What follows belongs to an exercise in optimizing a design on an open flow for small area and a short achievable clock period; a production flow would make more cautious choices.
RTL that was checked went through simulation tests only; none was proved equivalent to the original.
Power is estimated from default activity; no workload was simulated.

==> flow/design.v (excerpt) <==
module fpadd_40(x_40,y_40,res_40,clk_40,rst_40);
input  [31:0] x_40, y_40;
output [31:0] res_40;
input  clk_40, rst_40;
wire [7:0] ex = x_40[30:23];
wire [7:0] ey = y_40[30:23];
wire [7:0] dxy = ex - ey;                    
wire [7:0] dyx = ey - ex;                    
wire [4:0] cxy = (dxy > 8'd24) ? 5'd31 : dxy[4:0];    
wire [4:0] cyx = (dyx > 8'd24) ? 5'd31 : dyx[4:0];
wire       swap = y_40[30:0] > x_40[30:0];   
wire       hx   = |x_40[30:0];
wire       hy   = |y_40[30:0];
reg [22:0] fx1, fy1;
reg        hb1, sw1, sg1, sub1;
reg [7:0]  ea1;
reg [4:0]  d1;
always @(posedge clk_40) begin
  fx1  <= x_40[22:0];
  fy1  <= y_40[22:0];
  hb1  <= swap ? hx : hy;
  sw1  <= swap;
  ea1  <= swap ? ey : ex;
  d1   <= swap ? cyx : cxy;
  sg1  <= (swap ? y_40[31] : x_40[31]) & (hx | hy);
  sub1 <= x_40[31] ^ y_40[31];
end
wire [22:0] fa = sw1 ? fy1 : fx1;
wire [23:0] sb = {hb1, sw1 ? fx1 : fy1};
wire [24:0] b0 = {sb, 1'b0};
wire [24:0] b1 = d1[4] ? {16'd0, b0[24:16]} : b0;
wire [24:0] b2 = d1[3] ? { 8'd0, b1[24:8]}  : b1;
wire [24:0] b3 = d1[2] ? { 4'd0, b2[24:4]}  : b2;
wire [24:0] b4 = d1[1] ? { 2'd0, b3[24:2]}  : b3;
wire [24:0] b5 = d1[0] ? { 1'd0, b4[24:1]}  : b4;
  ...
Size in the first run: about 190 flip-flops, roughly 98 I/O pins.
Settings: LEC_CHECK=0, ABC_AREA=1, CAP_MARGIN=20, CORE_MARGIN=2, CORE_UTILIZATION=60, SETUP_SLACK_MARGIN=2.6, SLEW_MARGIN=20; clock period 5.0 ns.
standard.sh (not shown) runs the stock make flow with config.mk's settings and CLKGATE_MAP_FILE= SYNTH_SCRIPT=/design/flow/synth_recipe.tcl, a recipe that flattens the netlist after the stock synthesis.
==> flow/flow/run.sh <==
#!/bin/bash
# Standard ORFS layout, with the port buffers made from buf_2 cells instead
# of the resizer's default pick. Each step's full log stays under orfs/logs/.
set -euo pipefail
bash standard.sh finish 'BUFFER_PORTS_ARGS=-buffer_cell sky130_fd_sc_hd__buf_2' > make_finish.log 2>&1
Next try:
- CORE_UTILIZATION: 60 -> 40
- SETUP_SLACK_MARGIN: 2.6 -> 2.2
Outcome: Power is lower by about 4%; routed wire length is lower by 0.61%; die area goes up by about 50%; design area is lower by about 4%; setup slack degrades by 0.16 ns; sequential share of layout area goes up by 1.0 points; clock-buffer cell count stays the same; sequential cell count stays the same; cell count is higher by about 4.5%.
Next try:
- SETUP_SLACK_MARGIN: 2.2 -> 3.0
Setup slack gets better by 0.14 ns.
First-iteration DRC count went up by 16%.
Worst hold slack stays flat.
Next try:
- CTS_BUF_LIST: default -> sky130_fd_sc_hd__clkbuf_8
- CTS_CLUSTER_SIZE: default -> 24
- SETUP_SLACK_MARGIN: 3.0 -> 2.6
Result: Global-route usage went down by 2.4 points; flip-flop and latch count does not change; cell count went down by 3.8%; via count went down by 6.2%; total power went down by 15%; non-clock buffer count went down by 74; clock-buffer cell count went down by 2; fmax went up by 3.2%; register-to-register slack improves by 0.08 ns.
Next try:
- CTS_CLUSTER_DIAMETER: default -> 150
- CTS_CLUSTER_SIZE: 24 -> 50
Setup slack does not change.
Synthesized area stays the same.
Register-to-register slack barely changes.
Wire length does not change.
Combinational power barely changes.
Clock skew does not change.
Non-clock buffer count stays the same.
Clock power stays flat.
Final cell count does not change.
Utilization stays the same.
No functional check of the RTL was part of any run of this note.

fpadd_40, a different RTL version from the one above (not shown whole).
For scale: roughly 98 I/O pins, about 11000 um^2 of cells after synthesis.
export LEC_CHECK = 0
export ABC_AREA = 1
export CAP_MARGIN = 20
export CORE_MARGIN = 2
export CORE_UTILIZATION = 40
export CTS_BUF_LIST = sky130_fd_sc_hd__clkbuf_8
export CTS_CLUSTER_SIZE = 24
export SETUP_SLACK_MARGIN = 2.6
export SLEW_MARGIN = 20
create_clock -name core_clock -period 5.0 [get_ports {clk_40}]
==> flow/flow/run.sh <==
#!/bin/bash
# Standard ORFS layout with two changes: synthesis leaves adders to ABC
# (ADDER_MAP_FILE empty, so no half/full-adder cells are extracted; the
# synthesis script itself is the standard flow's, unchanged), and the port buffers are
# buf_2 cells. Full make output in make_finish.log, each step's log under
# orfs/logs/.
set -euo pipefail
bash standard.sh finish 'ADDER_MAP_FILE=' 'BUFFER_PORTS_ARGS=-buffer_cell sky130_fd_sc_hd__buf_2' > make_finish.log 2>&1
Rerun with:
Settings changed: SETUP_SLACK_MARGIN 2.6 to 2.8, TNS_END_PERCENT set to 5.
After rerunning:
- die area stays the same
- wire length rose by a few percent
- hold slack stays flat
- utilization goes up by 0.78 points
- power went down slightly
- synthesized area does not change
- cell area climbs slightly
Rerun with:
Settings changed: ABC_AREA 1 to 0, TNS_END_PERCENT 5 to not set.
After rerunning: The changed run finished with timing, DRC and antenna clean; clock skew goes down by 8.5 ps; worst setup slack is worse by 970 ps; synthesized cell count is lower by 31%; final cell count falls by 23%; combinational power barely changes; hold slack barely changes; synthesized area drops by 6.7%.
Rerun with:
==> flow/flow/run.sh (replaced) <==
#!/bin/bash
# Standard ORFS layout, with the port buffers made from buf_2 cells instead
# of the resizer's default pick. Each step's full log stays under orfs/logs/.
set -euo pipefail
bash standard.sh finish 'BUFFER_PORTS_ARGS=-buffer_cell sky130_fd_sc_hd__buf_2' > make_finish.log 2>&1
Settings changed: ABC_AREA 0 to 1, PLACE_DENSITY set to 0.85, SETUP_SLACK_MARGIN 2.8 to 2.6.
Outcome: The changed run completed without violations; area after synthesis grows by about 8%; design area shrinks by about 1.8%; routed wire length increases by about 12%.
Rerun with:
==> flow/flow/run.sh (replaced) <==
#!/bin/bash
# Standard ORFS layout with two changes: synthesis leaves adders to ABC
# (ADDER_MAP_FILE empty, so no half/full-adder cells are extracted; the
# synthesis script itself is the standard flow's, unchanged), and the port buffers are
# buf_2 cells. Full make output in make_finish.log, each step's log under
# orfs/logs/.
set -euo pipefail
bash standard.sh finish 'ADDER_MAP_FILE=' 'BUFFER_PORTS_ARGS=-buffer_cell sky130_fd_sc_hd__buf_2' > make_finish.log 2>&1
Settings changed: PLACE_DENSITY 0.85 to not set, SETUP_SLACK_MARGIN 2.6 to 3.0.
Power increases by 1.3%.
Final area increases by 6.3%.
Global-route usage increases by 0.82 points.
Sequential share of layout area decreases by 2.2 points.
Via count increases by 0.71%.
Routed wire length increases by about 2.5%.
Sequential power decreases by about 6%.
Synthesized area decreases by 0.89%.
Core utilization increases by 3.1 points.
First-iteration DRC count decreases by about 30%.
Fmax increases by 17%.
Rerun with:
==> flow/flow/run.sh (replaced) <==
#!/bin/bash
# Standard ORFS layout, with the port buffers made from buf_2 cells instead
# of the resizer's default pick. Each step's full log stays under orfs/logs/.
set -euo pipefail
bash standard.sh finish 'BUFFER_PORTS_ARGS=-buffer_cell sky130_fd_sc_hd__buf_2' > make_finish.log 2>&1
Settings changed: SETUP_SLACK_MARGIN 3.0 to 2.7.
Outcome: The new run finished clean. Count of clock-buffer cells in the layout climbs by 1. Worst hold slack barely changes. Via count falls by a few percent. First-iteration DRC count goes up by about a fifth. Sequential share of layout area rose by 1.2 points. Sequential power is higher by a few percent. Cell area falls by a few percent.

## pepper
Another version of the RTL of fpadd_40 (not shown whole).
For scale: roughly 190 flip-flops, ~98 I/O pins.
export LEC_CHECK = 0
export CAP_MARGIN = 20
export CORE_MARGIN = 2
export CORE_UTILIZATION = 40
export SLEW_MARGIN = 20
create_clock -name core_clock -period 5.0 [get_ports {clk_40}]
==> flow/flow/run.sh <==
#!/bin/bash
# Standard ORFS layout, with the port buffers made from buf_2 cells instead
# of the resizer's default pick. Each step's full log stays under orfs/logs/.
set -euo pipefail
bash standard.sh finish 'BUFFER_PORTS_ARGS=-buffer_cell sky130_fd_sc_hd__buf_2' > make_finish.log 2>&1
Every stage of the flow completed for pepper, and the final layout passed the timing, DRC and antenna checks.
For zinc, these inputs were changed with respect to pepper:
Settings: an added SETUP_SLACK_MARGIN of 2.9.
## What came out
zinc closes out successfully: all stages finished, all timing, DRC and antenna checks passed.
zinc ends up with a total met3 wirelength after detailed routing that is 460 microns higher than in pepper.
Compared to pepper, zinc has first-pass iteration count of the detailed router 3 lower.
Highest clock rate (pepper / zinc): 0.74
[compare] base=pepper new=zinc: power in the clock group saw an increase; fraction of area in clock buffers and inverters saw a decrease; power saw an increase; via density per instance saw an increase; clock-buffer cell count saw an increase.
zinc vs. pepper: count of plain and timing-repair buffers shows an increase of about 130%; shortest period the worst path allows shows a reduction of 1.0 ns.
Combinational share of power | zinc above pepper
For delta, these inputs were changed with respect to zinc:
Settings: a deleted SETUP_SLACK_MARGIN that had been 2.9.
==> flow/run.sh (new file) <==
#!/bin/bash
# synth_recipe.tcl (not shown) runs the flow's synth.tcl, then flattens the netlist and writes it again
# the make line also repeats each setting of config.mk as NAME=value (left out here)
make -C /OpenROAD-flow-scripts/flow DESIGN_CONFIG=/design/flow/config.mk WORK_HOME=/design/flow/orfs CLKGATE_MAP_FILE= SYNTH_SCRIPT=/design/flow/synth_recipe.tcl finish
removed: flow/flow/run.sh
removed: flow/standard.sh
Results
delta completed; timing, DRC and antenna clean
delta reports a lower worst slack at placement than zinc does.
In the metrics for zinc and delta, the one carrying the higher combinational cell fraction of total power is zinc.
Flip-flop and latch count after synthesis came out exactly the same in zinc and delta.

## v23
fpadd_40, a different RTL version from the one above (not shown whole).
Size in the first run: about 1700 cells after synthesis, roughly 190 flip-flops, ~98 I/O pins, about 11000 um^2 of cells after synthesis.
clock: 5.0 ns
lec_check: 0
abc_area: 1
cap_margin: 20
core_margin: 2
core_utilization: 40
cts_buf_list: sky130_fd_sc_hd__clkbuf_8
cts_cluster_size: 24
setup_slack_margin: 2.8
slew_margin: 20
==> flow/flow/run.sh <==
#!/bin/bash
# Standard ORFS layout with two changes: synthesis leaves adders to ABC
# (ADDER_MAP_FILE empty, so no half/full-adder cells are extracted; the
# synthesis script itself is the standard flow's, unchanged), and the port buffers are
# buf_2 cells. Full make output in make_finish.log, each step's log under
# orfs/logs/.
set -euo pipefail
bash standard.sh finish 'ADDER_MAP_FILE=' 'BUFFER_PORTS_ARGS=-buffer_cell sky130_fd_sc_hd__buf_2' > make_finish.log 2>&1
Edits applied to the flow inputs when going from v23 to v22:
- setting TNS_END_PERCENT to 5 for the first time
==> flow/flow/run.sh <==
#!/bin/bash
# Standard ORFS layout with two changes: synthesis leaves adders to ABC
# (ADDER_MAP_FILE empty, so no half/full-adder cells are extracted; the
# synthesis script itself is the standard flow's, unchanged), the port buffers are
# buf_2 cells, and timing repair does not clone gates. Full make output in make_finish.log, each step's log under
# orfs/logs/.
set -euo pipefail
bash standard.sh finish 'ADDER_MAP_FILE=' 'BUFFER_PORTS_ARGS=-buffer_cell sky130_fd_sc_hd__buf_2' 'SKIP_GATE_CLONING=1' > make_finish.log 2>&1
==> results.txt <==
No run among v23 and v22 stopped early or left any final violation; all are clean.
Against v23, v22 comes in 1.7% lower on mean number of vias per cell.
met2 usage ended up 0.63 points lower on v22 than on v23.
v22 vs v23: minimum clock period after layout up in v22
From v23 to v22 the numbers moved as follows: net switching component of the power fell 2.8%, relative contribution of combinational cells to total power fell 0.4 points, cell area fell about 2.8%, combinational power fell about 3%, final sequential cell count about even.
Routed wire length: v22 vs v23 down 1400 um
Of the two values seen for end point of the critical path, d1[2] was produced by v22 and ea1[0] by v23.
The inputs of v12 differ from those of v22 as listed below.
- clearing TNS_END_PERCENT, which used to be 5
- swapping 2.8 for 2.6 in SETUP_SLACK_MARGIN
==> flow/flow/run.sh <==
#!/bin/bash
# Standard ORFS layout, with the port buffers made from buf_2 cells instead
# of the resizer's default pick. Each step's full log stays under orfs/logs/.
set -euo pipefail
bash standard.sh finish 'BUFFER_PORTS_ARGS=-buffer_cell sky130_fd_sc_hd__buf_2' > make_finish.log 2>&1
==> comparison <==
v12 ended with every stage complete and zero timing, DRC or antenna violations. Taking v22 as the reference point, the number of global-route vias before repair of v12 falls by 0.63%. Diff v12 and v22: design area lower in v22. The register share of total power number comes out lower for v22 vs v12. [compare] base=v22 new=v12: estimated wirelength of the detail-placed design grew by about 2.4%, part of the power in combinational logic shrank by 0.8 points, utilization grew by 0.51 points, smallest setup slack after layout shrank by 0.32 ns. Diff v12..v22 | part of the power in the clock network | negligible. v22 → v12: area enclosed by the die boundary increased 190 um^2, die height has increased, number of instances in the synthesized netlist has decreased.
Function was not checked in any run of this note: the RTL went through the layout flow alone.

-- port drivers added, routing unchanged --
No port has a modelled driver above. Below, the same layouts with a new extraction and two added sets of constraints.
Step 1 assumes that a clkbuf_16 drives the clock port and a buf_2 every other input.
Step 2 times the ports against the registers' clock, not the clock port: input delays grow and output delays shrink by t, the midpoint of the rising clock arrivals with the driver on.
Slacks: ideal / step 1 / step 2; pairs: ideal / step 1.
run | shift t [ns] | setup WS [ns] | latest minus earliest clock arrival (ns) | worst register clock-pin slew, ns
the first run of note 1 | 0.477 | 2.505 / 2.505 / 2.193 | 0.017 / 0.017 | 0.08 / 0.08
the second run of note 1 | 0.477 | 2.347 / 2.374 / 1.897 | 0.015 / 0.016 | 0.08 / 0.08
the third run of note 1 | 0.479 | 2.489 / 2.489 / 2.203 | 0.017 / 0.017 | 0.08 / 0.08
the fourth run of note 1 | 0.498 | 2.567 / 2.567 / 2.153 | 0.022 / 0.021 | 0.11 / 0.11
the fifth run of note 1 | 0.498 | 2.567 / 2.567 / 2.153 | 0.022 / 0.021 | 0.11 / 0.11
the first run of note 2 | 0.518 | 2.732 / 2.732 / 2.291 | 0.029 / 0.028 | 0.12 / 0.12
the second run of note 2 | 0.500 | 2.893 / 2.893 / 2.417 | 0.022 / 0.023 | 0.11 / 0.11
the third run of note 2 | 0.497 | 1.922 / 1.929 / 1.432 | 0.014 / 0.015 | 0.10 / 0.10
the fourth run of note 2 | 0.504 | 2.647 / 2.671 / 2.168 | 0.019 / 0.018 | 0.11 / 0.11
the fifth run of note 2 | 0.506 | 2.991 / 3.001 / 2.501 | 0.030 / 0.029 | 0.12 / 0.12
the sixth run of note 2 | 0.507 | 2.714 / 2.714 / 2.276 | 0.026 / 0.026 | 0.11 / 0.11
pepper | 0.477 | 1.115 / 1.115 / 1.036 | 0.012 / 0.012 | 0.08 / 0.08
zinc | 0.475 | 2.115 / 2.115 / 1.847 | 0.016 / 0.016 | 0.08 / 0.08
delta | 0.472 | 1.048 / 1.073 / 0.601 | 0.015 / 0.014 | 0.07 / 0.07
v23 | 0.501 | 2.875 / 2.875 / 2.374 | 0.024 / 0.024 | 0.11 / 0.11
v22 | 0.504 | 2.777 / 2.795 / 2.291 | 0.032 / 0.033 | 0.11 / 0.11
v12 | 0.499 | 2.460 / 2.460 / 2.158 | 0.024 / 0.024 | 0.11 / 0.11
After both steps setup and hold are still met in every run listed. The setup slack of v23, which loses most, moves by 0.000 ns with the drivers and by -0.501 ns with both steps.
